From an optimization exercise on the open Yosys and OpenROAD flow, aimed at small area, a short achievable clock period and few clock cycles; shortcuts taken in it are not production practice. RTL that was checked went through simulation tests only; none was proved equivalent to the original. Only the layout flow was run in runs 1 to 4; the RTL was not checked for function there. No activity file was given, so power comes from the tool's default toggle rates.

$ cat design/flow/design.v
module HW2_divider(Clk, Rst, St, Divisor, Dividend, Quotient, Remainder, Overflow, Done);
	input Clk, Rst, St;
	input [15:0] Divisor;
	input [15:0] Dividend;
	output [15:0] Quotient;
	output [15:0] Remainder;
	output Overflow;
	output reg Done;
	reg [15:0] R;      
	reg [15:0] D;      
	reg [15:0] Q;      
	reg [3:0] cnt;     
	reg ovf;
	wire z8 = ~|Divisor[15:8];
	wire [15:0] n1 = z8 ? {Divisor[7:0], 8'b0} : Divisor;
	wire z4 = ~|n1[15:12];
	wire [15:0] n2 = z4 ? {n1[11:0], 4'b0} : n1;
	wire z2 = ~|n2[15:14];
	wire [15:0] n3 = z2 ? {n2[13:0], 2'b0} : n2;
	wire z1 = ~n3[15];
	wire [15:0] n4 = z1 ? {n3[14:0], 1'b0} : n3;
	wire [16:0] diff = {1'b0, R} - {1'b0, D};
	wire ge = ~diff[16];
	assign Quotient = Q;
	assign Remainder = R;
	assign Overflow = ovf;
	always @(posedge Clk) begin
		if (Rst) begin
			Done <= 1'b1;
		end else if (Done) begin
			D <= n4;
			cnt <= {z8, z4, z2, z1};
			if (St) begin
				Done <= 1'b0;
				R <= Dividend;
				Q <= 16'd0;
				ovf <= ~|Divisor;
			end
		end else begin
			if (ge) R <= diff[15:0];
			Q <= {Q[14:0], ge};
			D <= {1'b0, D[15:1]};
			cnt <= cnt - 4'd1;
			if (cnt == 4'd0 || ovf) Done <= 1'b1;
		end
	end
endmodule
$ cat design/flow/run.sh
#!/bin/bash
# synth_recipe.tcl (not shown) runs the flow's synth.tcl, then flattens the netlist and writes it again
# the make line also repeats each setting of config.mk as NAME=value (left out here)
make -C /OpenROAD-flow-scripts/flow DESIGN_CONFIG=/design/flow/config.mk WORK_HOME=/design/flow/orfs CLKGATE_MAP_FILE= SYNTH_SCRIPT=/design/flow/synth_recipe.tcl finish
$ cat design/flow/constraint.sdc
create_clock -name core_clock -period 6.0 [get_ports {Clk}]
set_input_delay 1.2000 -clock core_clock [delete_from_list [all_inputs] [get_ports {Clk}]]
set_output_delay 1.2000 -clock core_clock [all_outputs]
set_load 0.01 [all_outputs]
$ cat design/flow/config.mk
export PLATFORM = sky130hd
export DESIGN_NAME = HW2_divider
export DESIGN_NICKNAME = HW2_divider
export VERILOG_FILES = /design/flow/design.v
export SDC_FILE = /design/flow/constraint.sdc
export NUM_CORES = 4
export LEC_CHECK = 0
export CAP_MARGIN = 20
export CORE_MARGIN = 2
export CORE_UTILIZATION = 40
export SLEW_MARGIN = 20
==> run notes, run 1 <==
Peak supply drop approximately 76 uV; Hold Path Depth 2; Tot Pwr approximately 1000 uW; Longest Clk Path Bufs 2; cell accounting for the most synthesized area edfxtp_1; Final Cycle Share a little under three quarters; Pwr per Cell Area between 200 and 250 nW/um^2; CORE AREA 9153 um^2; initial antenna violation count 0; WL/cell 15.68 um; Worst Hold Launch ovf$_DFFE_PP_; Slew headroom 34.43%; number of buffers added on ports 68; Cell Area, Synth between 3000 and 4000 um^2; CTS resizes 0; total CTS buffers 5; share of the synthesized area in the top cell type ~42%; Die Y 100.8 um; # hold bufs at CTS 0; residual DRC count 0; first drt pass iteration count 4; Synth Area per Inst between 9 and 10 um^2; Distinct cells, synth 57; IO Pins 69; WP data arrival between 4 and 5 ns; setup slack, reg-to-reg approximately 2.9 ns; Post-synth EDFFs between 50 and 60; setup TNS 0 ns; Die ar. a little over 10000 um^2; Pleak between 0.0015 and 0.002 uW; RSZ-0062 raised after global routing false; leading post-synthesis cells by cell area edfxtp_1 42%, ha_1 5.7%, o21ai_0 4.4%, a21oi_1 4.3%, nor2_1 4.1%; HP Class reg -> reg; post-synthesis sequential area ratio a little over two fifths; final hold violation count 0; Final GP Congestion 0.8276; Finish-stage setup viols 0; max-slew violations 0; r2r startpoint R[0]$_DFFE_PP_; Primary FF master, synth edfxtp_1; top sig layer met4; Worst EP required slightly above 6 ns; CP Max Fanout 21; DRT iter0 DRCs between 150 and 200; vias in the first global route 3031; Post-Syn Instances ~400; WL met1 roughly 4600 um; metal3 WL roughly 370 um; Fmax about 230 MHz; result of the run complete, no violations; Mapped Nets approximately 460; Initial Util between 40% and 50%; gr usage total 18.42%; TritonCTS clock tree done; via count between 3000 and 4000; post-route minimum period around 4.3 ns; Synth async-reset ratio 0%; layout cells sized above 1 5.172%; DP Wirelength between 6000 and 7000 um; GR Overflow Total 0; Final Util between 50% and 60%; DR WL met2 between 3000 and 4000 um; CP endpoint kind register; n_diodes 0; Yosys reg bits 54; total of max-cap violations 0; WHS Endpoint Done$_SDFF_PP1_; Antenna Nets Post-Route 0; critical path type in -> reg; worst-margin pin slew around 1 ns; total wire length about 9000 um; reg2reg end R[2]$_DFFE_PP_; clk sinks 54; post-CTS setup buffer count 0; FP Rows 35; dpl cell area roughly 4500 um^2; later-pin clock latency in the skew report about 0.31 ns; first-pass GRT wire length roughly 15000 um; Clock Skew 0.01840 ns; fin nets 516; largest net degree at the start of global routing 76; area growth from synthesis to layout 22.82%; Final Cell Area between 4000 and 5000 um^2; R2R cell count 11; root buf cell clkbuf_8; Ys Warns 1; Die Wd 100.8 um; clock-pin transition on the worst setup and hold timing paths 0.10 ns; Via density around 5.5; htree depth 2; crit start category input pin
-- flip-flops by register name (all words and copies together), names as in the netlist --
| register | flops |
|---|---|
| R | 16 |
| Q | 16 |
| cnt | 4 |
| ovf | 1 |
| Done | 1 |
| D | 16 |
-- how the worst max path moves through the flow --
stage / cells past startpoint / endpoint / start
floorplan: 4 / R[0]$_DFFE_PP_ / St
global placement: 7 / D[13]$_DFFE_PN_ / Divisor[9]
detailed placement: 7 / D[12]$_DFFE_PN_ / Divisor[9]
CTS: 7 / D[12]$_DFFE_PN_ / Divisor[9]
global route: 7 / D[12]$_DFFE_PN_ / Divisor[9]
finish: 7 / D[7]$_DFFE_PN_ / Divisor[9]
-- final cells by class --
cell class | instances | area [um^2]
Timing Repair Buffer | 71 | 703.2
Clock inverter | 2 | 13.76
Multi-Input combinational cell | 300 | 1948
Sequential cell | 54 | 1613
Inverter | 31 | 116.4
Tap cell | 111 | 138.9
Clock buffer | 6 | 72.57
Fill cell | 873 | 4547
-- cell families after synthesis --
family / count (synthesis) / synth area share (%)
simple gates: 137 / 17.82
compound gates: 114 / 19.49
flops: 54 / 42.98
buf+inv: 48 / 5.339
mux: 21 / 5.839
fa+ha+maj: 18 / 6.206
xor+xnor: 10 / 2.336
-- routing by layer --
| layer | up-vias | global-route usage [%] |
|---|---|---|
| met5 | - | 0 |
| met4 | 0 | 3.372 |
| met3 | 4 | 2.288 |
| met2 | 77 | 28.15 |
| met1 | 1467 | 28.14 |
| li1 | 1595 | - |
-- synth_stat cells (all sizes together) (3+ instances only) --
cell type   n
edfxtp     53
nor2       41
o21ai      35
a21oi      33
nand2      32
inv        31
nor2b      23
ha         17
mux2i      14
buf        10
nor3       10
o31ai       9
clkbuf      7
mux2        7
nand3       6
xor2        6
a211oi      5
nand2b      5
a31oi       4
a41oi       4
nor4        4
o21a        4
xnor2       4
nor3b       3
or4         3
-- stage by stage --
stage | setup WS (ns) | cells | hold WS [ns]
4_1_cts | 1.691 | 575 | 0.5668
2_1_floorplan | 2.428 | 402 | 0.5635
5_1_grt | 1.471 | 575 | 0.6092
3_3_place_gp | 1.444 | 567 | 0.5307
6_report | 1.707 | 575 | 0.5644
3_5_place_dp | 1.389 | 567 | 0.5387
-- report_power, final --
group,internal (uW),switching [uW],total [uW]
Clock,83.8,127,211
Combinational,153,176,329
Sequential,459,19.9,479
Total,696,323,1020
-- cells in the final DEF, fill, tap and decap left out, types with 2 or more instances in the layout --
cell | netlist | final
a211oi_1 | 5 | 5
a21oi_1 | 32 | 31
a21oi_2 | 1 | 2
a22oi_1 | 2 | 2
a31oi_1 | 4 | 4
a41oi_1 | 4 | 4
and2_1 | 2 | 2
buf_4 | 2 | 3
clkbuf_8 | 0 | 5
clkdlybuf4s50_1 | 0 | 68
edfxtp_1 | 53 | 53
ha_1 | 17 | 17
inv_1 | 31 | 31
mux2_2 | 7 | 7
mux2i_1 | 14 | 14
nand2_1 | 32 | 32
nand2b_1 | 5 | 5
nand3_1 | 6 | 6
nand4_1 | 2 | 2
nor2_1 | 41 | 41
nor2b_1 | 23 | 23
nor3_1 | 10 | 10
nor3b_1 | 3 | 3
nor4_1 | 4 | 3
o21a_1 | 4 | 4
o21ai_0 | 33 | 33
o21ai_1 | 2 | 2
o221ai_1 | 2 | 2
o22ai_1 | 2 | 2
o31ai_1 | 9 | 9
or4_1 | 3 | 3
xnor2_1 | 4 | 4
xor2_1 | 6 | 6
-- critical path: stages --
cell and delay, ns:
clkdlybuf4s50_1 0.49, or4_1 0.74, o21a_1 0.36, a221o_1 0.37, a21oi_2 0.71, mux2_2 0.42, a21oi_1 0.14
==> inputs of run 2 (changes only) <==
--- a/design/flow/config.mk
+++ b/design/flow/config.mk
@@ -7,2 +7,3 @@
 export LEC_CHECK = 0
+export ABC_CLOCK_PERIOD_IN_PS = 2000
 export CAP_MARGIN = 20
@@ -10,2 +11,3 @@
 export CORE_UTILIZATION = 40
+export SETUP_SLACK_MARGIN = 3.8
 export SLEW_MARGIN = 20
==> run 2 against run 1 <==
Setup slack better by 1.1 ns. Count of clock-buffer cells in the layout decreased by 1. Register-to-register slack better by 0.50 ns. Still clean on timing, DRC and antenna. Sequential power about the same. First-iteration DRC count is 41% higher. Clock skew is 0.0090 ns lower. Critical path type unchanged.
==> run notes, run 2 <==
Pwr per Cell Area 211.3 nW/um^2 (-4.5%); Peak supply drop 115.8 uV (+51%); Tot Pwr 1173 uW (+15%); cell accounting for the most synthesized area edfxtp_1; Critical Path, Cell by Cell buf_8 > or4_4 > buf_4 > o41ai_4 > buf_4 > o21ba_4 > o21ai_1 > mux2_4 > a21oi_2; Die Wd 100.8 um (unchanged); fin nets 588 (+14%); residual DRC count 0 (unchanged); CP endpoint kind register; clock-pin transition on the worst setup and hold timing paths 0.11 ns (about the same); Final Util 60.64% (+10 points); first-pass GRT wire length 17180 um (+14%); Worst EP required 6.06 ns (-0.09 ns); htree depth 2 (unchanged); Synth async-reset ratio 0% (unchanged); internal power 777.3 uW (+12%); initial antenna violation count 0 (unchanged); root buf cell clkbuf_8; Final GP Congestion 0.8895 (+7.5%); largest net degree at the start of global routing 59 (-22%); area growth from synthesis to layout 48.01%; Fmax 311.8 MHz (+34%); Clk network pwr share 19.2% (-1.5 points); max-slew violations 0 (unchanged); GR Overflow Total 0 (unchanged); Combinational Power Share 40.1% (+7.8 points); commonest cells after routing, fill and taps aside 58 x buf_4, 53 x edfxtp_1, 38 x nor2_1; Mapped Nets 455 (unchanged); RSZ-0062 raised after global routing true; share of the synthesized area in the top cell type 42.44% (unchanged); # hold bufs at CTS 0 (unchanged); commonest cells in the netlist 53 x edfxtp_1, 41 x nor2_1, 33 x o21ai_0; CP Max Fanout 6 (-71%); Via density 5.522 (+1.0%); Slew headroom 59.35% (+25 points); Worst path slowest cell or4_4; Critical Path Most Common Cell buf_4; Final Cycle Share 53.46% (-18 points); gr usage total 21.53% (+3.1 points); Post-synth EDFFs 53 (unchanged); total wire length 10820 um (+20%); Crit path largest cell delay 0.57 ns (-0.17 ns); final hold violation count 0 (unchanged); Finish-stage setup viols 0 (unchanged); CORE AREA 9153 um^2 (unchanged); Synth Area per Inst 9.328 um^2 (unchanged); Fillers 795 (-8.9%); total of max-cap violations 0 (unchanged); Reg power frac 40.6% (-6.4 points); leading post-synthesis cells by cell area edfxtp_1 42%, ha_1 5.7%, o21ai_0 4.4%, a21oi_1 4.3%, nor2_1 4.1%; Switch Pwr 395.3 uW (+22%); clk sinks 54 (unchanged); n_diodes 0 (unchanged); Ys Warns 1 (unchanged); CP Buf/Inv Count 3 (+2); critical path's top delay family compound AO/OA/AOI/OAI gates; number of buffers added on ports 68 (unchanged); sw frac 33.71% (+2.0 points); Antenna Nets Post-Route 0 (unchanged); Pleak 0.002256 uW (+28%); Distinct cells, synth 57 (unchanged); Primary FF master, synth edfxtp_1; WL/cell 16.73 um (+6.7%); later-pin clock latency in the skew report 0.31 ns (about the same); worst-margin pin slew 0.6097 ns (-0.3738 ns); total CTS buffers 5 (unchanged); setup TNS 0 ns (unchanged); Yosys reg bits 54 (unchanged); TritonCTS clock tree done; DP Wirelength 6490 um (-1.1%); result of the run complete, no violations; most frequent cell after synthesis edfxtp_1; commonest non-fill, non-tap cell in the layout buf_4; DRT iter0 DRCs 221 (+41%); crit start category input pin; Initial Util 40.97% (unchanged); via count 3573 (+14%); post-synthesis sequential area ratio 42.98% (unchanged); HP Class reg -> reg; Die ar. 10160 um^2 (unchanged); Die Y 100.8 um (unchanged); Cell Area, Synth 3750 um^2 (unchanged); WP data arrival 3.27 ns (-1.18 ns); layout cells sized above 1 34.89% (+30 points); critical path type in -> reg; first drt pass iteration count 4 (unchanged); Largest regs D: 16 flops, Q: 16 flops, R: 16 flops; Clock Skew 0.009441 ns (-0.008957 ns); Post-Syn Instances 402 (unchanged); post-route minimum period 3.208 ns (-1.085 ns); Longest Clk Path Bufs 2 (unchanged); vias in the first global route 3452 (+14%); FP Rows 35 (unchanged); IO Pins 69 (unchanged)
==> run 2: power by group through the flow <==
stage | Sequential, uW | Clock (uW) | Combinational, uW
after floorplan | 490 | 0 | 224
after global placement | 490 | 0 | 331
after detailed placement | 491 | 0 | 335
after CTS | 476 | 234 | 437
after global routing | 481 | 243 | 513
final | 476 | 226 | 471
==> run 2: final timing paths <==
kind,depth (start not counted),endpoint,slack (ns),from
min,1,Q[7]$_SDFFCE_PP0P_,0.58,Q[6]$_SDFFCE_PP0P_
max,9,D[12]$_DFFE_PN_,2.79,Divisor[10]
min reg2reg,1,Q[7]$_SDFFCE_PP0P_,0.58,Q[6]$_SDFFCE_PP0P_
max reg2reg,11,R[2]$_DFFE_PP_,3.37,D[0]$_DFFE_PN_
==> run 2: cells by family (layout without fill, tap and decap cells) <==
logic type                 Yosys count  after routing  synth area share, %
AOI/OAI and AO/OA                  114            117                19.49
adders and majority gates           18             18                6.206
and+or+nand+nor                    137            137                17.82
DFF                                 54             54                42.98
buffers and inverters               48            179                5.339
xor gates and xnor gates            10             10                2.336
muxes                               21             21                5.839
==> run 2: final cells by class <==
cell class              count  area [um^2]  share of cell area (%)
multi-input cells         303         2389                   43.03
flip-flops and latches     54         1615                   29.10
repair buffers            139         1180                   21.26
well taps                 111        138.9                   2.502
inverters                  31        122.6                   2.209
clock buffers               5        68.82                   1.240
clock inverters             3        28.78                  0.5185
repair inverters            1        7.507                  0.1353
==> run 2: layer usage <==
layer / track usage [%] / vias to the layer above / part of all wire (%)
li1: - / 1750 / -
met1: 29.35 / 1686 / 46
met2: 35.38 / 112 / 47
met3: 2.774 / 25 / 4.4
met4: 7.165 / 0 / 2.8
met5: 0 / - / 0
==> run 2: what timing repair did <==
| action | CTS | global route |
|---|---|---|
| gates resized for setup | 195 | 49 |
| pin swaps | 32 | 17 |
| gates cloned | 5 | 1 |
| setup buffers | 56 | 12 |
| endpoints found under the setup margin | 119 | 78 |
==> run 2: metrics by stage <==
step / std cells / hold slack [ns] / instance area [um^2] / setup slack (ns)
detailed placement: 565 / 0.5545 / 4598 / 1.390
finish: 647 / 0.5809 / 5550 / 2.792
CTS: 634 / 0.5857 / 5469 / 2.885
floorplan: 402 / 0.5623 / 3879 / 2.619
global route: 647 / 0.6055 / 5550 / 2.771
global placement: 565 / 0.5456 / 4598 / 1.438
==> inputs of run 3 (changes only) <==
--- a/design/flow/design.v
+++ b/design/flow/design.v
@@ -12,5 +12,6 @@
 	reg [3:0] cnt;     
+	reg nrm;           
 	reg ovf;
-	wire z8 = ~|Divisor[15:8];
-	wire [15:0] n1 = z8 ? {Divisor[7:0], 8'b0} : Divisor;
+	wire z8 = ~|D[15:8];
+	wire [15:0] n1 = z8 ? {D[7:0], 8'b0} : D;
 	wire z4 = ~|n1[15:12];
@@ -29,11 +30,17 @@
 			Done <= 1'b1;
+			nrm <= 1'b0;
 		end else if (Done) begin
+			D <= Divisor;
+			if (St) begin
+				Done <= 1'b0;
+				nrm <= 1'b1;
+				R <= Dividend;
+			end
+		end else if (nrm) begin
+			nrm <= 1'b0;
 			D <= n4;
 			cnt <= {z8, z4, z2, z1};
-			if (St) begin
-				Done <= 1'b0;
-				R <= Dividend;
-				Q <= 16'd0;
-				ovf <= ~|Divisor;
-			end
+			Q <= 16'd0;
+			ovf <= ~n4[15];
+			if (~n4[15]) Done <= 1'b1;
 		end else begin
@@ -43,3 +50,3 @@
 			cnt <= cnt - 4'd1;
-			if (cnt == 4'd0 || ovf) Done <= 1'b1;
+			if (cnt == 4'd0) Done <= 1'b1;
 		end
--- a/design/flow/config.mk
+++ b/design/flow/config.mk
@@ -11,3 +11,3 @@
 export CORE_UTILIZATION = 40
-export SETUP_SLACK_MARGIN = 3.8
+export SETUP_SLACK_MARGIN = 3.5
 export SLEW_MARGIN = 20
==> run 3 against run 2 <==
Clock power down 4%. Largest cell class unchanged. Clock skew barely moved. Non-clock buffer count rose by 13. Die area increased by 2.9%. Design area is 3.8% higher. Power is 2.5% higher. First-iteration DRC count shrank 20%. Register-to-register slack lost 0.11 ns. Fmax rose by 17%. Hold slack is essentially flat. Via count rose by 4.3%. Critical path depth grew 1.
==> run notes, run 3 <==
final hold violation count 0 (unchanged); most frequent cell after synthesis edfxtp_1; via count 3726 (+4.3%); initial antenna violation count 0 (unchanged); Via density 5.545 (+0.40%); Distinct cells, synth 58 (+1.8%); layout cells sized above 1 28.55% (-6.3 points); number of buffers added on ports 68 (unchanged); Mapped Nets 453 (-0.44%); Clock Skew 0.009359 ns (-0.00008202 ns); leading post-synthesis cells by cell area edfxtp_1 41%, ha_1 5.5%, o21ai_0 5.2%, mux2i_1 4.9%, nand2_1 3.6%; HP Class reg -> reg; Fillers 785 (-1.3%); largest net degree at the start of global routing 39 (-34%); cell accounting for the most synthesized area edfxtp_1; commonest cells in the netlist 53 x edfxtp_1, 40 x o21ai_0, 37 x nand2_1; DP Wirelength 7483 um (+15%); Pleak 0.002274 uW (+0.81%); total of max-cap violations 0 (unchanged); RSZ-0062 raised after global routing true; share of the synthesized area in the top cell type 41.21% (-1.2 points); critical path type reg -> reg; post-synthesis sequential area ratio 42.24% (-0.73 points); Peak supply drop 116.0 uV (+0.24%); Clk network pwr share 18.1% (-1.1 points); crit start category register; first drt pass iteration count 5 (+1); worst-margin pin slew 0.5881 ns (-0.02159 ns); Finish-stage setup viols 0 (unchanged); max-slew violations 0 (unchanged); Final Cycle Share 45.70% (-7.8 points); later-pin clock latency in the skew report 0.32 ns (about the same); Cell Area, Synth 3862 um^2 (+3.0%); Fmax 364.7 MHz (+17%); WP data arrival 2.83 ns (-0.44 ns); area of the multi-input gates 2375 um^2 (-0.58%); Post-synth EDFFs 53 (unchanged); CP endpoint kind register; commonest non-fill, non-tap cell in the layout buf_4; Combinational Power Share 41.9% (+1.8 points); clock-pin transition on the worst setup and hold timing paths 0.11 ns (about the same); Final Cell Area 5762 um^2 (+3.8%); sw frac 34.22% (+0.51 points); Slew headroom 60.70% (+1.3 points); fin nets 595 (+1.2%); GR Overflow Total 0 (unchanged); Tot Pwr 1202 uW (+2.5%); Ys Warns 1 (unchanged); Final WS setup 3.258 ns (+0.4659 ns); first-pass GRT wire length 18540 um (+7.9%); setup TNS 0 ns (unchanged); dpl ws 2.469 ns (+1.078 ns); Die Y 102.3 um (+1.4%); IO Pins 69 (unchanged); post-route minimum period 2.742 ns (-0.4659 ns); result of the run complete, no violations; Primary FF master, synth edfxtp_1; area growth from synthesis to layout 49.17%; Final Util 62.06% (+1.4 points); Synth Area per Inst 9.656 um^2 (+3.5%); WL/cell 18.24 um (+9.0%); htree depth 2 (unchanged); Seq. cell area 1635 um^2 (+1.2%); vias in the first global route 3720 (+7.8%); TritonCTS clock tree done; CP Max Fanout 8 (+2); Reg power frac 40.0% (-0.6 points); n_diodes 0 (unchanged); FP Rows 35 (unchanged); commonest cells after routing, fill and taps aside 68 x buf_4, 63 x clkdlybuf4s50_1, 53 x edfxtp_1; CORE AREA 9284 um^2 (+1.4%); internal power 790.9 uW (+1.8%); Die Wd 102.3 um (+1.4%); Final GP Congestion 0.8888 (about the same); Yosys reg bits 55 (+1.9%); Initial Util 41.60% (+0.63 points); Worst EP required 6.09 ns (+0.03 ns); clk sinks 55 (+1.9%); Longest Clk Path Bufs 2 (unchanged); DRT iter0 DRCs 176 (-20%); Switch Pwr 411.5 uW (+4.1%); Largest regs D: 16 flops, Q: 16 flops, R: 16 flops; dpl cell area 4701 um^2 (+2.2%); gr usage total 23.06% (+1.5 points); Pwr per Cell Area 208.7 nW/um^2 (-1.2%); total CTS buffers 5 (unchanged); Synth async-reset ratio 0% (unchanged); residual DRC count 0 (unchanged); Die ar. 10460 um^2 (+2.9%); Post-Syn Instances 400 (-0.50%); root buf cell clkbuf_8; Antenna Nets Post-Route 0 (unchanged); total wire length 12260 um (+13%)
[run 3: cell types whose count changed in the layout (fill, tap and decap cells not counted), moves of 6 or more]
cell / previous run / this run
nand2_1: 30 / 37
dlygate4sd2_1: 7 / 1
clkbuf_2: 21 / 0
o21ai_1: 9 / 18
buf_2: 10 / 0
buf_4: 58 / 68
nor2_1: 38 / 21
a21oi_2: 10 / 2
clkdlybuf4s50_1: 19 / 63
nor3_1: 10 / 24
inv_1: 29 / 14
inv_2: 0 / 7
[run 3: layout make-up]
cell class              count  share of cell area (%)
flip-flops and latches     55                   28.38
clock buffers               6                   1.259
multi-input cells         305                   41.22
clock inverters             2                  0.2823
repair buffers            152                   24.50
well taps                 129                   2.801
inverters                  23                   1.564
[run 3: layer usage]
layer	share of wire [%]	GRT usage [%]	wire length, um	vias to the layer above
met5	0	0	0	-
met1	44	32.07	5453	1785
li1	-	-	-	1777
met2	47	36.99	5812	140
met3	5.9	3.694	729	24
met4	2.1	7.282	262	0
[run 3: power by group through the flow]
stage | Clock, uW | Combinational [uW] | Sequential, uW
final | 218 | 504 | 481
after detailed placement | 0 | 344 | 508
after global placement | 0 | 341 | 508
after floorplan | 0 | 245 | 495
after global routing | 233 | 544 | 484
after CTS | 224 | 455 | 481
[run 3: final timing paths]
path / start / to / slack, ns / depth (start not counted)
hold reg to reg: Q[10]$_SDFFCE_PP0P_ / Q[11]$_SDFFCE_PP0P_ / 0.58 / 1
setup / recovery: D[2]$_DFFE_PN_ / R[11]$_DFFE_PP_ / 3.26 / 10
setup reg to reg: D[2]$_DFFE_PN_ / R[11]$_DFFE_PP_ / 3.26 / 10
hold / removal: Q[10]$_SDFFCE_PP0P_ / Q[11]$_SDFFCE_PP0P_ / 0.58 / 1
[run 3: kinds of logic after synthesis]
logic type                 count (synthesis)  share of synthesized area (%)
AOI/OAI and AO/OA                        112                          18.27
xor gates and xnor gates                  11                          2.494
adders and majority gates                 18                          6.025
buffers and inverters                     40                          4.308
DFF                                       55                          42.24
muxes                                     27                          7.645
and+or+nand+nor                          137                          19.02
[run 3: critical path, stage by stage (launching register included)]
cell,delay (ns)
edfxtp_1,0.44
inv_2,0.12
ha_4,0.20
nor2b_2,0.15
o31a_1,0.27
o211a_1,0.28
o41ai_4,0.35
nand3b_1,0.18
a31oi_4,0.21
o22ai_4,0.13
clkbuf_16,0.19
[run 3: what timing repair did]
action	4_1_cts	5_1_grt
hold buffers	0	0
endpoints found under the setup margin	46	46
cloned	1	1
buffers inserted	59	21
pin swaps	22	28
resized for setup	56	32
[run 3: metrics by stage]
step                      instances  hold slack, ns
after floorplan                 400          0.5721
after global placement          582          0.5447
after detailed placement        582          0.5553
after CTS                       650          0.5859
after global routing            672          0.6186
final                           672          0.5810
==> inputs of run 4 (changes only) <==
--- a/design/flow/config.mk
+++ b/design/flow/config.mk
@@ -7,3 +7,3 @@
 export LEC_CHECK = 0
-export ABC_CLOCK_PERIOD_IN_PS = 2000
+export ABC_CLOCK_PERIOD_IN_PS = 1500
 export CAP_MARGIN = 20
@@ -11,3 +11,3 @@
 export CORE_UTILIZATION = 40
-export SETUP_SLACK_MARGIN = 3.5
+export SETUP_SLACK_MARGIN = 3.9
 export SLEW_MARGIN = 20
==> run 4 against run 3 <==
Register-to-register slack gained 0.06 ns. Critical endpoint is now D[7]$_DFFE_PN_. Sequential power is essentially flat. Global-route usage grew 0.16 points. Clock power grew 4%. Critical path depth shrank 3. Design area grew 1.6%. Synthesized cell count is the same. Area after synthesis is the same. Combinational power grew 4.2%. Via count grew 2.5%. Still clean on timing, DRC and antenna. Clock skew grew 0.0064 ns.
==> run notes, run 4 <==
Ys Warns 1 (unchanged); Final GP Congestion 0.8937 (+0.55%); result of the run complete, no violations; Worst EP required 6.16 ns (+0.07 ns); Largest regs D: 16 flops, Q: 16 flops, R: 16 flops; fin nets 608 (+2.2%); Synth Area per Inst 9.656 um^2 (unchanged); post-synthesis sequential area ratio 42.24% (unchanged); Seq. cell area 1635 um^2 (unchanged); total of max-cap violations 0 (unchanged); WL/cell 17.89 um (-1.9%); Fmax 373.3 MHz (+2.4%); Final Cell Area 5856 um^2 (+1.6%); via count 3821 (+2.5%); Cell Area, Synth 3862 um^2 (unchanged); r2r startpoint D[10]$_DFFE_PN_; complex-gate fraction of the synthesized area 18.27% (unchanged); Longest Clk Path Bufs 2 (unchanged); initial antenna violation count 0 (unchanged); largest net degree at the start of global routing 39 (unchanged); max-slew violations 0 (unchanged); Final Cycle Share 44.64% (-1.1 points); Die Y 102.3 um (unchanged); post-route minimum period 2.679 ns (-0.06314 ns); Post-synth EDFFs 53 (unchanged); GR Overflow Total 0 (unchanged); Distinct cells, synth 58 (unchanged); residual DRC count 0 (unchanged); DP Wirelength 7448 um (-0.47%); DRT iter0 DRCs 232 (+32%); Final Non-Filler Cells 685 (+1.9%); HP Class reg -> reg; Worst Hold Launch Q[10]$_SDFFCE_PP0P_; total wire length 12260 um (about the same); Slew headroom 59.47% (-1.2 points); dpl cell area 4746 um^2 (+0.96%); CP Max Fanout 5 (-3); Die Wd 102.3 um (unchanged); commonest cells after routing, fill and taps aside 64 x buf_4, 53 x edfxtp_1, 40 x buf_6; total CTS buffers 5 (unchanged); dpl ws 2.450 ns (-0.01890 ns); area growth from synthesis to layout 51.60%; most frequent cell after synthesis edfxtp_1; XOR/XNOR Fraction of Synth Area 2.494% (unchanged); IO Pins 69 (unchanged); RSZ-0062 raised after global routing true; Clock Skew 0.01580 ns (+0.006441 ns); commonest cells in the netlist 53 x edfxtp_1, 40 x o21ai_0, 37 x nand2_1; Synth Area in Simple Gates 19.02% (unchanged); Primary FF master, synth edfxtp_1; vias in the first global route 3717 (-0.081%); post-synthesis mux area share 7.645% (unchanged); crit start category register; Peak supply drop 99.74 uV (-14%); Post-Syn Instances 400 (unchanged); CORE AREA 9284 um^2 (unchanged); layout cells sized above 1 37.23% (+8.7 points); Yosys reg bits 55 (unchanged); final hold violation count 0 (unchanged); Mapped Nets 453 (unchanged); Final WS setup 3.321 ns (+0.06314 ns); leading post-synthesis cells by cell area edfxtp_1 41%, ha_1 5.5%, o21ai_0 5.2%, mux2i_1 4.9%, nand2_1 3.6%; Post-Place Cells 582 (unchanged); Fillers 758 (-3.4%); gr usage total 23.21% (+0.16 points); WP data arrival 2.84 ns (about the same); area of the multi-input gates 2447 um^2 (+3.1%); share of the synthesized area in the top cell type 41.21% (unchanged); first drt pass iteration count 7 (+2); Synth async-reset ratio 0% (unchanged); n_diodes 0 (unchanged); first-pass GRT wire length 18790 um (+1.3%); Antenna Nets Post-Route 0 (unchanged); CP endpoint kind register; cell accounting for the most synthesized area edfxtp_1; root buf cell clkbuf_8; Initial Util 41.60% (unchanged); commonest non-fill, non-tap cell in the layout buf_4; Pwr per Cell Area 210.6 nW/um^2 (+0.92%); FP Rows 35 (unchanged); clock-pin transition on the worst setup and hold timing paths 0.10 ns (about the same); TritonCTS clock tree done; Via density 5.578 (+0.60%); Pleak 0.002349 uW (+3.3%); combinational family with the most area after synthesis simple AND/OR/NAND/NOR gates; Synth Area in Adders 6.025% (unchanged); worst-margin pin slew 0.6033 ns (+0.01524 ns); htree depth 2 (unchanged); Finish-stage setup viols 0 (unchanged); later-pin clock latency in the skew report 0.33 ns (about the same); number of buffers added on ports 68 (unchanged); CP startpoint D[10]$_DFFE_PN_; setup TNS 0 ns (unchanged); clk sinks 55 (unchanged); critical path type reg -> reg; Die ar. 10460 um^2 (unchanged)
[run 4: cell count changes in the layout (fill, tap and decap cells not counted), sizes merged]
| cell | before | now |
|---|---|---|
| buf | 83 | 130 |
| clkdlybuf4s50 | 63 | 33 |
| dlymetal6s2s | 4 | 0 |
| clkbuf | 7 | 6 |
| clkinv | 1 | 2 |
[run 4: final cells by class]
class	instances	area share [%]
Sequential cell	55	27.93
Clock inverter	3	0.4701
Inverter	23	1.624
Tap cell	129	2.756
Multi-Input combinational cell	305	41.79
Timing Repair Buffer	165	24.25
Clock buffer	5	1.175
[run 4: report_power, final]
group | leakage [uW] | switching, uW | total, uW | internal, uW
Combinational | 0.00178 | 265 | 525 | 260
Clock | 0.0000463 | 140 | 226 | 86.2
Sequential | 0.000520 | 22.3 | 481 | 459
[run 4: metal layers]
metal	part of all wire [%]	vias to the layer above	GRT usage [%]
met2	48	148	37.15
li1	-	1810	-
met4	1.6	0	5.949
met1	44	1844	33.02
met3	7.1	19	3.625
met5	0	-	0
[run 4: cells by family (layout without fill, tap and decap cells)]
family,count (synthesis),in the layout
AOI/OAI and AO/OA,112,112
xor gates and xnor gates,11,11
adders and majority gates,18,18
buffers and inverters,40,196
DFF,55,55
muxes,27,27
and+or+nand+nor,137,137
[run 4: worst paths after layout]
check | to | slack (ns) | cells past startpoint
max | D[7]$_DFFE_PN_ | 3.32 | 7
min reg2reg | Q[11]$_SDFFCE_PP0P_ | 0.58 | 1
max reg2reg | D[7]$_DFFE_PN_ | 3.32 | 7
min | Q[11]$_SDFFCE_PP0P_ | 0.58 | 1
[run 4: per-stage QoR]
step                      total power [uW]  hold slack, ns  util, %
after CTS                             1184          0.5873    59.99
final                                 1233          0.5776    63.07
after floorplan                      746.2          0.5721        -
after global placement               855.8          0.5455    51.12
after detailed placement             858.5          0.5551    51.12
after global routing                  1296          0.6047    63.07
[run 4: worst max-delay path, cell delays in order (launching register included)]
cell and delay, ns:
edfxtp_1 0.44, or4_4 0.61, o31ai_4 0.27, buf_4 0.18, o21ai_4 0.06, a31oi_4 0.28
mux4_2 0.55, o21ai_1 0.13
[run 4: timing repair]
item | CTS | global route
hold buffers | 0 | 0
buffers inserted | 76 | 18
pin swaps | 28 | 23
resized for setup | 209 | 41
setup endpoints to repair | 120 | 98
gates cloned | 1 | 0
==> inputs of run 5 (changes only) <==
--- a/design/flow/design.v
+++ b/design/flow/design.v
@@ -12,6 +12,5 @@
 	reg [3:0] cnt;     
-	reg nrm;           
 	reg ovf;
-	wire z8 = ~|D[15:8];
-	wire [15:0] n1 = z8 ? {D[7:0], 8'b0} : D;
+	wire z8 = ~|Divisor[15:8];
+	wire [15:0] n1 = z8 ? {Divisor[7:0], 8'b0} : Divisor;
 	wire z4 = ~|n1[15:12];
@@ -28,19 +27,18 @@
 	always @(posedge Clk) begin
-		if (Rst) begin
+		if (Rst)
 			Done <= 1'b1;
-			nrm <= 1'b0;
-		end else if (Done) begin
-			D <= Divisor;
-			if (St) begin
-				Done <= 1'b0;
-				nrm <= 1'b1;
-				R <= Dividend;
-			end
-		end else if (nrm) begin
-			nrm <= 1'b0;
+		else if (Done)
+			Done <= ~St;
+		else if (cnt == 4'd0 || ovf)
+			Done <= 1'b1;
+	end
+	always @(posedge Clk) begin
+		if (Done) begin
 			D <= n4;
 			cnt <= {z8, z4, z2, z1};
-			Q <= 16'd0;
-			ovf <= ~n4[15];
-			if (~n4[15]) Done <= 1'b1;
+			if (St) begin
+				R <= Dividend;
+				Q <= 16'd0;
+				ovf <= ~|Divisor;
+			end
 		end else begin
@@ -50,3 +48,2 @@
 			cnt <= cnt - 4'd1;
-			if (cnt == 4'd0) Done <= 1'b1;
 		end
==> design/flow/flow/run.sh (new file) <==
#!/bin/bash
# The standard layout, with each port buffered by a small buffer instead of
# the delay cell that buffer_ports picks by default.
set -euo pipefail
bash standard.sh "BUFFER_PORTS_ARGS=-buffer_cell sky130_fd_sc_hd__buf_2" finish > standard.log 2>&1
==> design/flow/standard.sh (new file) <==
#!/bin/bash
# synth_recipe.tcl (not shown) runs the flow's synth.tcl, then flattens the netlist and writes it again
# the make line also repeats each setting of config.mk as NAME=value (left out here)
make -C /OpenROAD-flow-scripts/flow DESIGN_CONFIG=/design/flow/config.mk WORK_HOME=/design/flow/orfs CLKGATE_MAP_FILE= SYNTH_SCRIPT=/design/flow/synth_recipe.tcl "${@:-finish}"
--- a/design/flow/config.mk
+++ b/design/flow/config.mk
@@ -7,3 +7,3 @@
 export LEC_CHECK = 0
-export ABC_CLOCK_PERIOD_IN_PS = 1500
+export ABC_CLOCK_PERIOD_IN_PS = 2000
 export CAP_MARGIN = 20
@@ -11,3 +11,3 @@
 export CORE_UTILIZATION = 40
-export SETUP_SLACK_MARGIN = 3.9
+export SETUP_SLACK_MARGIN = 3.5
 export SLEW_MARGIN = 20
removed: design/flow/run.sh
==> run 5 against run 4 <==
Cell count down 14%. Clock power is essentially flat. Global-route usage fell by 2.8 points. Sequential cell count down 1. Sequential power up 2%. Die area decreased by 8.1%. Setup slack worse by 0.28 ns. Synthesized cell count is 5.0% lower. Critical endpoint is now D[14]$_DFF_P_. Highest routed layer unchanged.
==> run notes, run 5 <==
WHS Endpoint D[10]$_DFF_P_; Fmax 337.7 MHz (-9.5%); via count 3377 (-12%); post-synthesis sequential area ratio 39.90% (-2.3 points); WL/cell 16.91 um (-5.5%); DRT iter0 DRCs 210 (-9.5%); final hold violation count 0 (unchanged); CP startpoint Divisor[8]; crit start category input pin; Worst EP required 6.25 ns (+0.09 ns); max-slew violations 0 (unchanged); Final Cycle Share 49.36% (+4.7 points); first drt pass iteration count 4 (-3); Yosys reg bits 54 (-1.8%); Initial Util 40.96% (-0.64 points); worst-margin pin slew 0.7579 ns (+0.1546 ns); later-pin clock latency in the skew report 0.32 ns (about the same); RSZ-0062 raised after global routing true; leading post-synthesis cells by cell area edfxtp_1 28%, dfxtp_1 12%, ha_1 6.0%, nand2_1 3.6%, nor2b_1 3.4%; IO Pins 69 (unchanged); result of the run complete, no violations; first-pass GRT wire length 15850 um (-16%); Die ar. 9611 um^2 (-8.1%); Finish-stage setup viols 0 (unchanged); r2r startpoint R[0]$_DFFE_PP_; htree depth 2 (unchanged); Longest Clk Path Bufs 2 (unchanged); gr usage total 20.37% (-2.8 points); combinational family with the most area after synthesis compound AO/OA/AOI/OAI gates; area growth from synthesis to layout 39.48%; commonest non-fill, non-tap cell in the layout buf_2; CP endpoint kind register; Synth Area per Inst 9.308 um^2 (-3.6%); complex-gate fraction of the synthesized area 24.83% (+6.6 points); dpl cell area 3986 um^2 (-16%); cell accounting for the most synthesized area edfxtp_1; total wire length 10010 um (-18%); number of buffers added on ports 68 (unchanged); FP Rows 34 (-2.9%); Post-Syn Instances 380 (-5.0%); root buf cell clkbuf_8; Slew headroom 49.47% (-10 points); Clk network pwr share 17.1% (-1.3 points); Post-synth EDFFs 33 (-38%); setup TNS 0 ns (unchanged); HP Class reg -> reg; vias in the first global route 3187 (-14%); Post-Place Cells 541 (-7.0%); Tot Pwr 1320 uW (+7.0%); GR Overflow Total 0 (unchanged); Cell Area, Synth 3537 um^2 (-8.4%); Peak supply drop 129.7 uV (+30%); Final GP Congestion 0.9512 (+6.4%); layout cells sized above 1 38.43% (+1.2 points); Clock Skew 0.004377 ns (-0.01142 ns); post-synthesis mux area share 2.122% (-5.5 points); XOR/XNOR Fraction of Synth Area 1.486% (-1.0 points); Synth Area in Adders 6.579% (+0.55 points); Via density 5.704 (+2.3%); setup slack, reg-to-reg 3.17 ns (-0.15 ns); total of max-cap violations 0 (unchanged); Worst Hold Launch D[11]$_DFF_P_; clk sinks 54 (-1.8%); Die Y 98.04 um (-4.1%); CORE AREA 8636 um^2 (-7.0%); Pleak 0.002038 uW (-13%); share of the synthesized area in the top cell type 28.02% (-13 points); Die Wd 98.04 um (-4.1%); critical path type in -> reg; Synth Area in Simple Gates 20.02% (+1.0 points); R2R cell count 12 (+5); most frequent cell after synthesis nand2_1; Mapped Nets 433 (-4.4%); commonest cells in the netlist 34 x nand2_1, 33 x edfxtp_1, 28 x inv_1, 28 x nor2_1, 23 x o21ai_0; Distinct cells, synth 69 (+19%); DP Wirelength 6324 um (-15%); clock-pin transition on the worst setup and hold timing paths 0.11 ns (about the same); worst hold slack 0.4893 ns (-0.08832 ns); internal power 832.7 uW (+3.4%); initial antenna violation count 0 (unchanged); Synth async-reset ratio 0% (unchanged); total CTS buffers 5 (unchanged); Primary FF master, synth edfxtp_1; largest net degree at the start of global routing 31 (-21%); Antenna Nets Post-Route 0 (unchanged); Pwr per Cell Area 267.5 nW/um^2 (+27%); reg2reg end R[7]$_DFFE_PP_; CP Buf/Inv Count 3 (+2); n_diodes 0 (unchanged); CP Max Fanout 8 (+3); post-route minimum period 2.961 ns (+0.2828 ns); Final Non-Filler Cells 592 (-14%); Largest regs D: 16 flops, Q: 16 flops, R: 16 flops; Final Cell Area 4933 um^2 (-16%); WP data arrival 3.21 ns (+0.37 ns); Critical Path, Cell by Cell buf_8 > or4_4 > o31ai_4 > buf_6 > buf_12 > nor2_4 > mux2_4 > a211oi_4 > nand2_1 > o221ai_1; residual DRC count 0 (unchanged); Hold Path Depth 2 (+1); Combinational Power Share 45.7% (+3.1 points); Worst path slowest cell or4_4; sw frac 36.90% (+2.2 points); critical path's top delay family simple AND/OR/NAND/NOR gates; fin nets 536 (-12%); Crit path largest cell delay 0.58 ns (-0.03 ns); Reg power frac 37.2% (-1.8 points); commonest cells after routing, fill and taps aside 65 x buf_2, 33 x edfxtp_1, 30 x nand2_1; TritonCTS clock tree done; Switch Pwr 486.9 uW (+14%); Ys Warns 1 (unchanged)
run 5: how the worst max path moves through the flow:
stage / slack [ns] / to / cells after the start
6_report: 3.04 / D[14]$_DFF_P_ / 10
5_1_grt: 3.02 / D[14]$_DFF_P_ / 9
4_1_cts: 3.13 / D[9]$_DFF_P_ / 8
3_5_place_dp: 2.25 / D[5]$_DFF_P_ / 8
3_3_place_gp: 2.34 / D[11]$_DFF_P_ / 8
2_1_floorplan: 2.97 / D[3]$_DFF_P_ / 8
run 5: timing repair:
action	4_1_cts	5_1_grt
pin swaps	20	9
cloned	4	0
endpoints found under the setup margin	39	42
gates resized for setup	47	44
hold buffers	0	0
buffers inserted	28	11
run 5: power groups by stage:
stage / Combinational (uW) / Sequential (uW) / Clock (uW)
2_1_floorplan: 311 / 505 / 0
3_3_place_gp: 434 / 499 / 0
3_5_place_dp: 440 / 499 / 0
4_1_cts: 535 / 489 / 233
5_1_grt: 662 / 499 / 247
6_report: 603 / 490 / 226
run 5: layout make-up:
| cell class | instances | area, um^2 |
|---|---|---|
| Clock inverter | 3 | 28.78 |
| Clock buffer | 5 | 68.82 |
| Fill cell | 758 | 3702 |
| Inverter | 28 | 105.1 |
| Sequential cell | 54 | 1416 |
| Multi-Input combinational cell | 284 | 2341 |
| Timing Repair Buffer | 110 | 838.3 |
| Tap cell | 108 | 135.1 |
run 5: logic make-up (layout without fill, tap and decap cells):
| family | after synthesis | after routing |
|---|---|---|
| muxes | 7 | 7 |
| and+or+nand+nor | 134 | 134 |
| buffers and inverters | 44 | 146 |
| AOI/OAI and AO/OA | 117 | 119 |
| adders and majority gates | 18 | 18 |
| xor gates and xnor gates | 6 | 6 |
| DFF | 54 | 54 |
run 5: routing by layer:
layer / vias to the layer above / GRT usage [%] / routed length, um / part of all wire (%)
li1: 1637 / - / - / -
met4: 0 / 6.944 / 193 / 1.9
met5: - / 0 / 0 / 0
met3: 17 / 3.579 / 556 / 5.6
met2: 121 / 34.62 / 4827 / 48
met1: 1602 / 26.20 / 4436 / 44
run 5: metrics by stage:
stage / setup slack (ns) / util (%)
detailed placement: 2.247 / 46.16
global route: 3.015 / 57.13
floorplan: 2.967 / -
finish: 3.039 / 57.13
CTS: 3.127 / 53.38
global placement: 2.337 / 46.16
run 5: worst min-delay path, delay by kind of cell (launching register included):
family / cells / cell delay, ns
compound gates: 1 / 0.06
flops: 1 / 0.35
simple gates: 1 / 0.06
Testbench counts of run 5, summed over its fixed seeds: cycles 83,106.
==> inputs of run 6 (changes only) <==
--- a/design/flow/config.mk
+++ b/design/flow/config.mk
@@ -11,3 +11,3 @@
 export CORE_UTILIZATION = 40
-export SETUP_SLACK_MARGIN = 3.5
+export SETUP_SLACK_MARGIN = 3.0
 export SLEW_MARGIN = 20
==> run 6 against run 5 <==
Count of clock-buffer cells in the layout is the same. Design area shrank 12%. Synthesized cell count is the same. Core utilization shrank 6.9 points. Die area is the same. Still clean on timing, DRC and antenna. Largest cell class unchanged. Sequential power shrank 1%. First-iteration DRC count shrank 26%. Critical path depth shrank 1. Register-to-register slack is essentially flat. Largest power group is now registers. Power shrank 11%. Via count shrank 6.9%.
==> run notes, run 6 <==
Initial Util 40.96% (unchanged); fin nets 511 (-4.7%); max-slew violations 0 (unchanged); Via density 5.543 (-2.8%); commonest cells in the netlist 34 x nand2_1, 33 x edfxtp_1, 28 x inv_1, 28 x nor2_1, 23 x o21ai_0; commonest non-fill, non-tap cell in the layout buf_2; root buf cell clkbuf_8; Primary FF master, synth edfxtp_1; Final Util 50.26% (-6.9 points); worst-margin pin slew 0.9167 ns (+0.1588 ns); Worst EP required 6.23 ns (-0.02 ns); post-route minimum period 2.957 ns (-0.003940 ns); Die ar. 9611 um^2 (unchanged); XOR/XNOR Fraction of Synth Area 1.486% (unchanged); area growth from synthesis to layout 22.71%; IO Pins 69 (unchanged); Die Wd 98.04 um (unchanged); Crit path largest cell delay 0.59 ns (about the same); combinational family with the most area after synthesis compound AO/OA/AOI/OAI gates; Synth Area in Adders 6.579% (unchanged); residual DRC count 0 (unchanged); Synth Area per Inst 9.308 um^2 (unchanged); critical path type in -> reg; Peak supply drop 147.9 uV (+14%); Mapped Nets 433 (unchanged); total of max-cap violations 0 (unchanged); CP endpoint kind register; via count 3143 (-6.9%); RSZ-0062 raised after global routing true; number of buffers added on ports 68 (unchanged); vias in the first global route 2990 (-6.2%); total wire length 8822 um (-12%); n_diodes 0 (unchanged); setup slack, reg-to-reg 3.18 ns (about the same); crit start category input pin; Final Cycle Share 49.29% (-0.066 points); Post-synth EDFFs 33 (unchanged); WP data arrival 3.19 ns (-0.02 ns); Final Non-Filler Cells 567 (-4.2%); TritonCTS clock tree done; layout cells sized above 1 28.32% (-10 points); HP Class reg -> reg; Post-Syn Instances 380 (unchanged); initial antenna violation count 0 (unchanged); GR Overflow Total 0 (unchanged); Cell Area, Synth 3537 um^2 (unchanged); Tot Pwr 1178 uW (-11%); final hold violation count 0 (unchanged); Final GP Congestion 0.8979 (-5.6%); FP Rows 34 (unchanged); clock-pin transition on the worst setup and hold timing paths 0.10 ns (about the same); CORE AREA 8636 um^2 (unchanged); Antenna Nets Post-Route 0 (unchanged); setup TNS 0 ns (unchanged); complex-gate fraction of the synthesized area 24.83% (unchanged); Synth async-reset ratio 0% (unchanged); Yosys reg bits 54 (unchanged); total CTS buffers 5 (unchanged); post-synthesis mux area share 2.122% (unchanged); later-pin clock latency in the skew report 0.31 ns (about the same); WL/cell 15.56 um (-8.0%); post-synthesis sequential area ratio 39.90% (unchanged); clk sinks 54 (unchanged); Slew headroom 38.88% (-11 points); Largest regs D: 16 flops, Q: 16 flops, R: 16 flops; most frequent cell after synthesis nand2_1; Post-Place Cells 542 (+0.18%); first-pass GRT wire length 14380 um (-9.3%); DRT iter0 DRCs 156 (-26%); Longest Clk Path Bufs 2 (unchanged); gr usage total 18.11% (-2.3 points); DP Wirelength 6115 um (-3.3%); Pleak 0.001811 uW (-11%); Synth Area in Simple Gates 20.02% (unchanged); share of the synthesized area in the top cell type 28.02% (unchanged); cell accounting for the most synthesized area edfxtp_1; Fmax 338.1 MHz (+0.13%); Finish-stage setup viols 0 (unchanged); Critical Path, Cell by Cell buf_8 > or4_4 > o41ai_4 > buf_6 > nor2_4 > mux2_4 > a211oi_4 > nand2_1 > o221ai_1; htree depth 2 (unchanged); Worst path slowest cell or4_4; result of the run complete, no violations; Pwr per Cell Area 271.4 nW/um^2 (+1.5%); leading post-synthesis cells by cell area edfxtp_1 28%, dfxtp_1 12%, ha_1 6.0%, nand2_1 3.6%, nor2b_1 3.4%; CP Max Fanout 5 (-3); Distinct cells, synth 69 (unchanged); commonest cells after routing, fill and taps aside 65 x buf_2, 34 x nand2_1, 33 x edfxtp_1; largest net degree at the start of global routing 97 (+210%); Clock Skew 0.007156 ns (+0.002779 ns); Die Y 98.04 um (unchanged); first drt pass iteration count 4 (unchanged); Ys Warns 1 (unchanged)
[run 6: cell count changes in the layout (fill, tap and decap cells not counted), moves of 4 or more]
cell	change
buf_4	-6
a21oi_2	-5
ha_4	-5
ha_1	+5
buf_6	-12
a21oi_1	+5
o21ai_1	-7
nand2_1	+4
o21ai_0	+9
[run 6: timing repair]
| item | 4_1_cts | 5_1_grt |
|---|---|---|
| hold buffers | 0 | 0 |
| pin swaps | 2 | 14 |
| gates resized for setup | 7 | 22 |
| setup buffers | 5 | 11 |
| gates cloned | 0 | 1 |
| hold endpoints to repair | 0 | 0 |
| setup endpoints to repair | 32 | 32 |
[run 6: layer usage]
metal | share of wire, % | vias up | wire [um] | track usage (%)
met4 | 1.5 | 0 | 131 | 3.739
met2 | 49 | 72 | 4283 | 31.66
met5 | 0 | - | 0 | 0
met3 | 4.4 | 11 | 384 | 2.863
met1 | 46 | 1477 | 4023 | 23.77
li1 | - | 1583 | - | -
[run 6: final cells by class]
cell class / instances / area (um^2)
fill: 849 / 4295
clock inverter: 3 / 28.78
multi-input combinational: 283 / 2079
clock buffer: 5 / 68.82
tap: 108 / 135.1
inverter: 28 / 105.1
sequential: 54 / 1413
timing repair buffer: 86 / 510.5
[run 6: cells by family (layout without fill, tap and decap cells)]
family,Yosys count,in the layout
simple gates,134,135
compound gates,117,117
mux,7,7
xor+xnor,6,6
flops,54,54
buf+inv,44,122
fa+ha+maj,18,18
[run 6: through the flow]
step	area, um^2	worst slack [ns]	hold slack [ns]
floorplan	3543	2.967	0.4326
global placement	3961	2.485	0.4779
detailed placement	3961	2.454	0.4853
CTS	4148	3.010	0.5131
global route	4340	2.909	0.5532
finish	4340	3.043	0.5086
[run 6: final timing paths]
kind / from / to / cells after the start
max: Divisor[8] / D[14]$_DFF_P_ / 9
min: cnt[0]$_DFF_P_ / cnt[0]$_DFF_P_ / 1
max reg2reg: R[0]$_DFFE_PP_ / R[1]$_DFFE_PP_ / 11
min reg2reg: cnt[0]$_DFF_P_ / cnt[0]$_DFF_P_ / 1
[run 6: critical path, delay by kind of cell]
family	cells	cell delay [ns]
AND/OR/NAND/NOR	3	0.73
multiplexers	1	0.32
AO/OA/AOI/OAI	3	0.67
buffers and inverters	2	0.27
[run 6: power breakdown]
part	internal, uW	leakage (uW)	switching [uW]
clock network	87.7	0.0000506	135
logic	199	0.00125	273
registers	459	0.000513	24.6
==> inputs of run 7 (changes only) <==
--- a/design/flow/config.mk
+++ b/design/flow/config.mk
@@ -10,3 +10,3 @@
 export CORE_MARGIN = 2
-export CORE_UTILIZATION = 40
+export CORE_UTILIZATION = 55
 export SETUP_SLACK_MARGIN = 3.0
==> run 7 against run 6 <==
Routed wire length is 7.0% higher. Largest power group is now combinational cells. Count of clock-buffer cells in the layout stayed put. Critical endpoint is now D[13]$_DFF_P_. Sequential cell count stayed put. Non-clock buffer count is 8 higher. Still clean. Die area is 26% lower.
==> run notes, run 7 <==
result of the run complete, no violations; # hold bufs at CTS 0 (unchanged); post-route minimum period 3.027 ns (+0.06997 ns); clk sinks 54 (unchanged); Clk network pwr share 20.7% (+1.8 points); Post-Syn Instances 380 (unchanged); leading post-synthesis cells by cell area edfxtp_1 28%, dfxtp_1 12%, ha_1 6.0%, nand2_1 3.6%, nor2b_1 3.4%; Ys Warns 1 (unchanged); total wire length 9440 um (+7.0%); cell accounting for the most synthesized area edfxtp_1; Worst EP required 6.25 ns (+0.02 ns); n_diodes 0 (unchanged); clock-pin transition on the worst setup and hold timing paths 0.11 ns (about the same); GR Overflow Total 0 (unchanged); initial antenna violation count 0 (unchanged); post-synthesis sequential area ratio 39.90% (unchanged); htree depth 2 (unchanged); dpl ws 1.982 ns (-0.4721 ns); first drt pass iteration count 4 (unchanged); critical path type in -> reg; number of buffers added on ports 68 (unchanged); HP Class reg -> reg; crit start category input pin; worst-margin pin slew 0.8836 ns (-0.03318 ns); Pleak 0.001873 uW (+3.4%); Largest regs D: 16 flops, Q: 16 flops, R: 16 flops; fin nets 520 (+1.8%); Primary FF master, synth edfxtp_1; FP Rows 29 (-15%); first-pass GRT wire length 13690 um (-4.8%); Final GP Congestion 0.9440 (+5.1%); Cell Area, Synth 3537 um^2 (unchanged); Post-synth EDFFs 33 (unchanged); WP data arrival 3.28 ns (+0.09 ns); Seq. cell area 1413 um^2 (unchanged); Final WS setup 2.973 ns (-0.06997 ns); Fillers 506 (-40%); DP Wirelength 6036 um (-1.3%); Via density 6.086 (+9.8%); root buf cell clkbuf_8; Slew headroom 41.10% (+2.2 points); Fmax 330.3 MHz (-2.3%); commonest cells after routing, fill and taps aside 65 x buf_2, 34 x nand2_1, 33 x edfxtp_1; Initial Util 56.35% (+15 points); Switch Pwr 448.6 uW (+3.7%); total CTS buffers 5 (unchanged); gr usage total 23.76% (+5.7 points); internal power 805.1 uW (+8.0%); max-slew violations 0 (unchanged); residual DRC count 0 (unchanged); Die Wd 84.20 um (-14%); Antenna Nets Post-Route 0 (unchanged); area growth from synthesis to layout 25.04%; share of the synthesized area in the top cell type 28.02% (unchanged); Final Cycle Share 50.46% (+1.2 points); area of the multi-input gates 2095 um^2 (+0.72%); later-pin clock latency in the skew report 0.32 ns (about the same); Final Util 70.46% (+20 points); Distinct cells, synth 69 (unchanged); vias in the first global route 2821 (-5.7%); Final Non-Filler Cells 545 (-3.9%); final hold violation count 0 (unchanged); Clock Skew 0.008246 ns (+0.001090 ns); DRT iter0 DRCs 248 (+59%); Die ar. 7089 um^2 (-26%); Yosys reg bits 54 (unchanged); Pwr per Cell Area 283.4 nW/um^2 (+4.4%); Finish-stage setup viols 0 (unchanged); Die Y 84.20 um (-14%); largest net degree at the start of global routing 96 (-1.0%); sw frac 35.78% (-0.95 points); total of max-cap violations 0 (unchanged); setup TNS 0 ns (unchanged); Peak supply drop 187.8 uV (+27%); Reg power frac 38.6% (-2.4 points); commonest cells in the netlist 34 x nand2_1, 33 x edfxtp_1, 28 x inv_1, 28 x nor2_1, 23 x o21ai_0; CP Max Fanout 6 (+1); TritonCTS clock tree done; most frequent cell after synthesis nand2_1; layout cells sized above 1 30.13% (+1.8 points); Mapped Nets 433 (unchanged); RSZ-0062 raised after global routing true; WL/cell 17.32 um (+11%); Post-Place Cells 510 (-5.9%); Combinational Power Share 40.7% (+0.6 points); Synth async-reset ratio 0% (unchanged); worst hold slack 0.5077 ns (-0.0008520 ns); CORE AREA 6277 um^2 (-27%); IO Pins 69 (unchanged); Synth Area per Inst 9.308 um^2 (unchanged); commonest non-fill, non-tap cell in the layout buf_2; CP endpoint kind register; Longest Clk Path Bufs 2 (unchanged); via count 3317 (+5.5%)
==> run 7: cell counts after synthesis <==
No cell type changed its count.
==> run 7: per-stage QoR <==
step | cell area [um^2] | total power [uW]
after detailed placement | 3915 | 930.1
final | 4423 | 1254
after global placement | 3915 | 920.4
after floorplan | 3543 | 809.4
after global routing | 4423 | 1328
after CTS | 4149 | 1200
==> run 7: power by group through the flow <==
stage,Clock (uW),Combinational (uW),Sequential (uW)
2_1_floorplan,0,305,505
3_3_place_gp,0,428,492
3_5_place_dp,0,438,493
4_1_cts,259,457,483
5_1_grt,275,563,490
6_report,260,510,484
==> run 7: kinds of logic after synthesis <==
| kind of cell | Yosys count | synth area share (%) |
|---|---|---|
| buffers and inverters | 44 | 5.058 |
| adders and majority gates | 18 | 6.579 |
| DFF | 54 | 39.90 |
| muxes | 7 | 2.122 |
| and+or+nand+nor | 134 | 20.02 |
| AOI/OAI and AO/OA | 117 | 24.83 |
| xor gates and xnor gates | 6 | 1.486 |
==> run 7: area by class of cell <==
class | count | area share (%)
clock inverter | 3 | 1.075
multi-input combinational | 284 | 47.36
clock buffer | 5 | 1.556
tap | 77 | 2.178
timing repair buffer | 94 | 13.52
inverter | 28 | 2.376
sequential | 54 | 31.94
==> run 7: worst max-delay path: stages <==
cell and delay (ns):
buf_8 0.10, or4_4 0.60, o41ai_4 0.35, buf_4 0.20
nor2_4 0.07, mux2_4 0.32, a211oi_4 0.25, nor2_2 0.08
o22ai_2 0.10
==> run 7: path summary, 6_finish.rpt <==
path	cells past startpoint	startpoint	slack [ns]	end
max	9	Divisor[8]	2.97	D[13]$_DFF_P_
min	1	cnt[0]$_DFF_P_	0.51	cnt[0]$_DFF_P_
max reg2reg	11	R[0]$_DFFE_PP_	3.10	R[1]$_DFFE_PP_
min reg2reg	1	cnt[0]$_DFF_P_	0.51	cnt[0]$_DFF_P_
==> run 7: repair_timing <==
| item | CTS | global route |
|---|---|---|
| endpoints found under the setup margin | 34 | 33 |
| setup buffers | 7 | 17 |
| endpoints found under the hold margin | 0 | 0 |
| pin swaps | 4 | 17 |
| gates cloned | 0 | 3 |
| gates resized for setup | 6 | 26 |
==> run 7: metal layers <==
layer	vias up	part of all wire (%)	GRT usage (%)
met2	139	47	37.52
met4	0	1.7	7.331
met5	-	0	0
met3	20	6.6	3.343
li1	1611	-	-
met1	1547	45	33.98
==> inputs of run 8 (changes only) <==
==> design/flow/flow/run.sh (replaced) <==
#!/bin/bash
# The standard layout, with each port buffered by a small buffer instead of
# the delay cell that buffer_ports picks by default.
set -euo pipefail
bash standard.sh "BUFFER_PORTS_ARGS=-buffer_cell sky130_fd_sc_hd__buf_1" finish > standard.log 2>&1
--- a/design/flow/config.mk
+++ b/design/flow/config.mk
@@ -7,2 +7,3 @@
 export LEC_CHECK = 0
+export ABC_AREA = 1
 export ABC_CLOCK_PERIOD_IN_PS = 2000
@@ -10,4 +11,4 @@
 export CORE_MARGIN = 2
-export CORE_UTILIZATION = 55
-export SETUP_SLACK_MARGIN = 3.0
+export CORE_UTILIZATION = 40
+export SETUP_SLACK_MARGIN = 3.8
 export SLEW_MARGIN = 20
==> run 8 against run 7 <==
Sequential cell count did not move. Count of clock-buffer cells in the layout is the same. Hold slack worse by 0.056 ns. Sequential power is 1% lower. Core utilization decreased by 17 points. Combinational power down 3%. Via count shrank 1.2%. First-iteration DRC count shrank 70%. Clock skew increased by 0.010 ns. Routed wire length decreased by 8.6%. Clock power decreased by 16%. Power down 4.7%. Critical path type unchanged. Critical endpoint is now D[0]$_DFF_P_.
==> run notes, run 8 <==
DRT iter0 DRCs 74 (-70%); leading post-synthesis cells by cell area edfxtp_1 28%, nand2_1 16%, dfxtp_1 12%, inv_1 6.5%, ha_1 6.1%; setup TNS 0 ns (unchanged); top sig layer met4; post-synthesis mux area share 0% (-2.1 points); critical path type in -> reg; GR Overflow Total 0 (unchanged); total CTS buffers 5 (unchanged); Longest Clk Path Bufs 2 (unchanged); Final Cycle Share 41.21% (-9.2 points); worst-margin pin slew 0.4044 ns (-0.4792 ns); DR WL met2 4208 um (-5.4%); commonest cells in the netlist 154 x nand2_1, 61 x inv_1, 38 x nor2_1; total wire length 8631 um (-8.6%); Tot Pwr 1195 uW (-4.7%); dpl ws 3.022 ns (+1.039 ns); TritonCTS clock tree done; CORE AREA 8593 um^2 (+37%); first drt pass iteration count 4 (unchanged); Via density 4.885 (-20%); Worst EP required 6.24 ns (about the same); area growth from synthesis to layout 30.55%; CP endpoint kind register; combinational family with the most area after synthesis simple AND/OR/NAND/NOR gates; RSZ-0062 raised after global routing true; Die Wd 97.67 um (+16%); CP Max Fanout 14 (+8); clk sinks 54 (unchanged); Antenna Nets Post-Route 0 (unchanged); Slew headroom 73.04% (+32 points); layout cells sized above 1 21.85% (-8.3 points); Hold Path Depth 1 (unchanged); clock-pin transition on the worst setup and hold timing paths 0.10 ns (about the same); WP data arrival 2.72 ns (-0.56 ns); Primary FF master, synth edfxtp_1; # hold bufs at CTS 0 (unchanged); total of max-cap violations 0 (unchanged); R2R cell count 13 (+2); Synth async-reset ratio 0% (unchanged); Post-synth EDFFs 33 (unchanged); complex-gate fraction of the synthesized area 10.23% (-15 points); Pleak 0.002126 uW (+13%); fin nets 615 (+18%); result of the run complete, no violations; largest net degree at the start of global routing 50 (-48%); Finish-stage setup viols 0 (unchanged); vias in the first global route 3109 (+10%); Synth Area per Inst 7.420 um^2 (-20%); commonest non-fill, non-tap cell in the layout nand2_1; crit start category input pin; XOR/XNOR Fraction of Synth Area 1.248% (-0.24 points); Largest regs D: 16 flops, Q: 16 flops, R: 16 flops; most frequent cell after synthesis nand2_1; Pwr per Cell Area 260.8 nW/um^2 (-8.0%); number of buffers added on ports 68 (unchanged); htree depth 2 (unchanged); post-route minimum period 2.473 ns (-0.5548 ns); cell accounting for the most synthesized area edfxtp_1; Cell Area, Synth 3510 um^2 (-0.78%); post-synthesis sequential area ratio 40.21% (+0.31 points); FP Rows 34 (+17%); Ys Warns 1 (unchanged); gr usage total 17.47% (-6.3 points); Distinct cells, synth 35 (-49%); first-pass GRT wire length 13950 um (+1.9%); Final WS setup 3.527 ns (+0.5548 ns); initial antenna violation count 0 (unchanged); Post-Syn Instances 473 (+24%); share of the synthesized area in the top cell type 28.24% (+0.22 points); WL met1 3932 um (-6.7%); DP Wirelength 6045 um (+0.16%); Die ar. 9539 um^2 (+35%); Final GP Congestion 0.8980 (-4.9%); Die Y 97.67 um (+16%); root buf cell clkbuf_8; Peak supply drop 135.6 uV (-28%); WL/cell 12.86 um (-26%); Fillers 858 (+70%); HP Class reg -> reg; Synth Area in Adders 6.631% (+0.052 points); final hold violation count 0 (unchanged); n_diodes 0 (unchanged); Mapped Nets 526 (+21%); via count 3278 (-1.2%); Yosys reg bits 54 (unchanged); commonest cells after routing, fill and taps aside 140 x nand2_1, 59 x inv_1, 59 x buf_1; IO Pins 69 (unchanged); max-slew violations 0 (unchanged); residual DRC count 0 (unchanged); later-pin clock latency in the skew report 0.32 ns (about the same); metal3 WL 373 um (-40%); Synth Area in Simple Gates 32.23% (+12 points); Initial Util 40.84% (-16 points); Clock Skew 0.01858 ns (+0.01034 ns); Fmax 404.4 MHz (+22%); Final Util 53.32% (-17 points)
==> run 8: layout make-up <==
type | count | area [um^2] | area share (%)
flip-flops and latches | 54 | 1415 | 30.88
inverters | 65 | 261.5 | 5.707
well taps | 108 | 135.1 | 2.949
multi-input cells | 341 | 2059 | 44.95
clock inverters | 3 | 28.78 | 0.6281
clock buffers | 5 | 68.82 | 1.502
repair buffers | 95 | 613.1 | 13.38
==> run 8: power by group <==
| group | internal [uW] | total (uW) | switching, uW |
|---|---|---|---|
| logic | 205 | 497 | 291 |
| registers | 451 | 479 | 28.4 |
| clock network | 86.9 | 219 | 132 |
==> run 8: path summary, 6_finish.rpt <==
kind,startpoint,endpoint,slack [ns]
worst max-delay path,Divisor[12],D[0]$_DFF_P_,3.53
worst min-delay path,cnt[0]$_DFF_P_,cnt[0]$_DFF_P_,0.45
worst max register to register,R[0]$_DFFE_PP_,R[13]$_DFFE_PP_,3.64
worst min register to register,cnt[0]$_DFF_P_,cnt[0]$_DFF_P_,0.45
==> run 8: critical path, stage by stage <==
cell and delay (ns):
buf_8 0.10, nor2_4 0.11, nand2_4 0.07, nor2_8 0.20, inv_6 0.08, o21bai_4 0.16, nand3_2 0.09, nand2_2 0.15
nand2_8 0.08, a21oi_4 0.17, buf_12 0.15, nand2_1 0.06, o21ai_1 0.08
==> run 8: kinds of logic (layout without fill, tap and decap cells) <==
group | after synthesis | count (layout)
compound gates | 61 | 61
xor+xnor | 5 | 5
buf+inv | 79 | 168
flops | 54 | 54
fa+ha+maj | 18 | 18
simple gates | 256 | 257
==> run 8: metal layers <==
metal  vias to the layer above  GRT usage [%]
met3                        10          2.734
met5                         -              0
met1                      1488          23.26
met2                        73          30.24
met4                         0          3.312
li1                       1707              -
==> run 8: through the flow <==
stage | area (um^2) | hold slack [ns] | cells
floorplan | 3628 | 0.4215 | 473
global placement | 3938 | 0.4380 | 636
detailed placement | 3938 | 0.4389 | 636
CTS | 4314 | 0.4564 | 660
global route | 4582 | 0.4870 | 671
finish | 4582 | 0.4521 | 671
==> run 8: what timing repair did <==
item	in CTS	in global routing
endpoints found under the hold margin	0	0
gates resized for setup	37	37
setup endpoints to repair	39	44
pin swaps	17	10
buffers inserted	15	11
cloned	1	0

[re-timing with driven ports]
In the flow no input, the clock included, has a driving cell. The finished layouts below were timed again as built, in two steps. Step 1 assumes that a clkbuf_16 drives the clock port and a buf_2 every other input. Step 2 moves the port delays by t, midway between the first and last clock arrival at a register: inputs arrive t later, outputs are due t later. That takes back most of the time a late clock gives input paths. Slacks: ideal / step 1 / step 2; pairs: ideal / step 1.
run | shift t [ns] | slack for setup (ns) | worst setup path after step 2 | slew at the worst register clock pin (ns)
run 1 | 0.332 | 1.707 / 1.716 / 1.384 | input to register | 0.11 / 0.11
run 2 | 0.341 | 2.792 / 2.782 / 2.442 | input to register | 0.11 / 0.11
run 3 | 0.347 | 3.258 / 3.258 / 3.133 | input to register | 0.11 / 0.11
run 4 | 0.351 | 3.321 / 3.321 / 3.321 | register to register | 0.12 / 0.12
run 5 | 0.348 | 3.039 / 3.030 / 2.682 | input to register | 0.11 / 0.11
run 6 | 0.340 | 3.043 / 3.031 / 2.692 | input to register | 0.11 / 0.11
run 7 | 0.347 | 2.973 / 2.966 / 2.620 | input to register | 0.11 / 0.11
run 8 | 0.337 | 3.527 / 3.517 / 3.181 | input to register | 0.11 / 0.11
After both steps setup and hold are still met in every run listed. For run 5, which loses most, drivers alone change the setup slack by -0.009 ns; drivers and shift together by -0.357 ns.
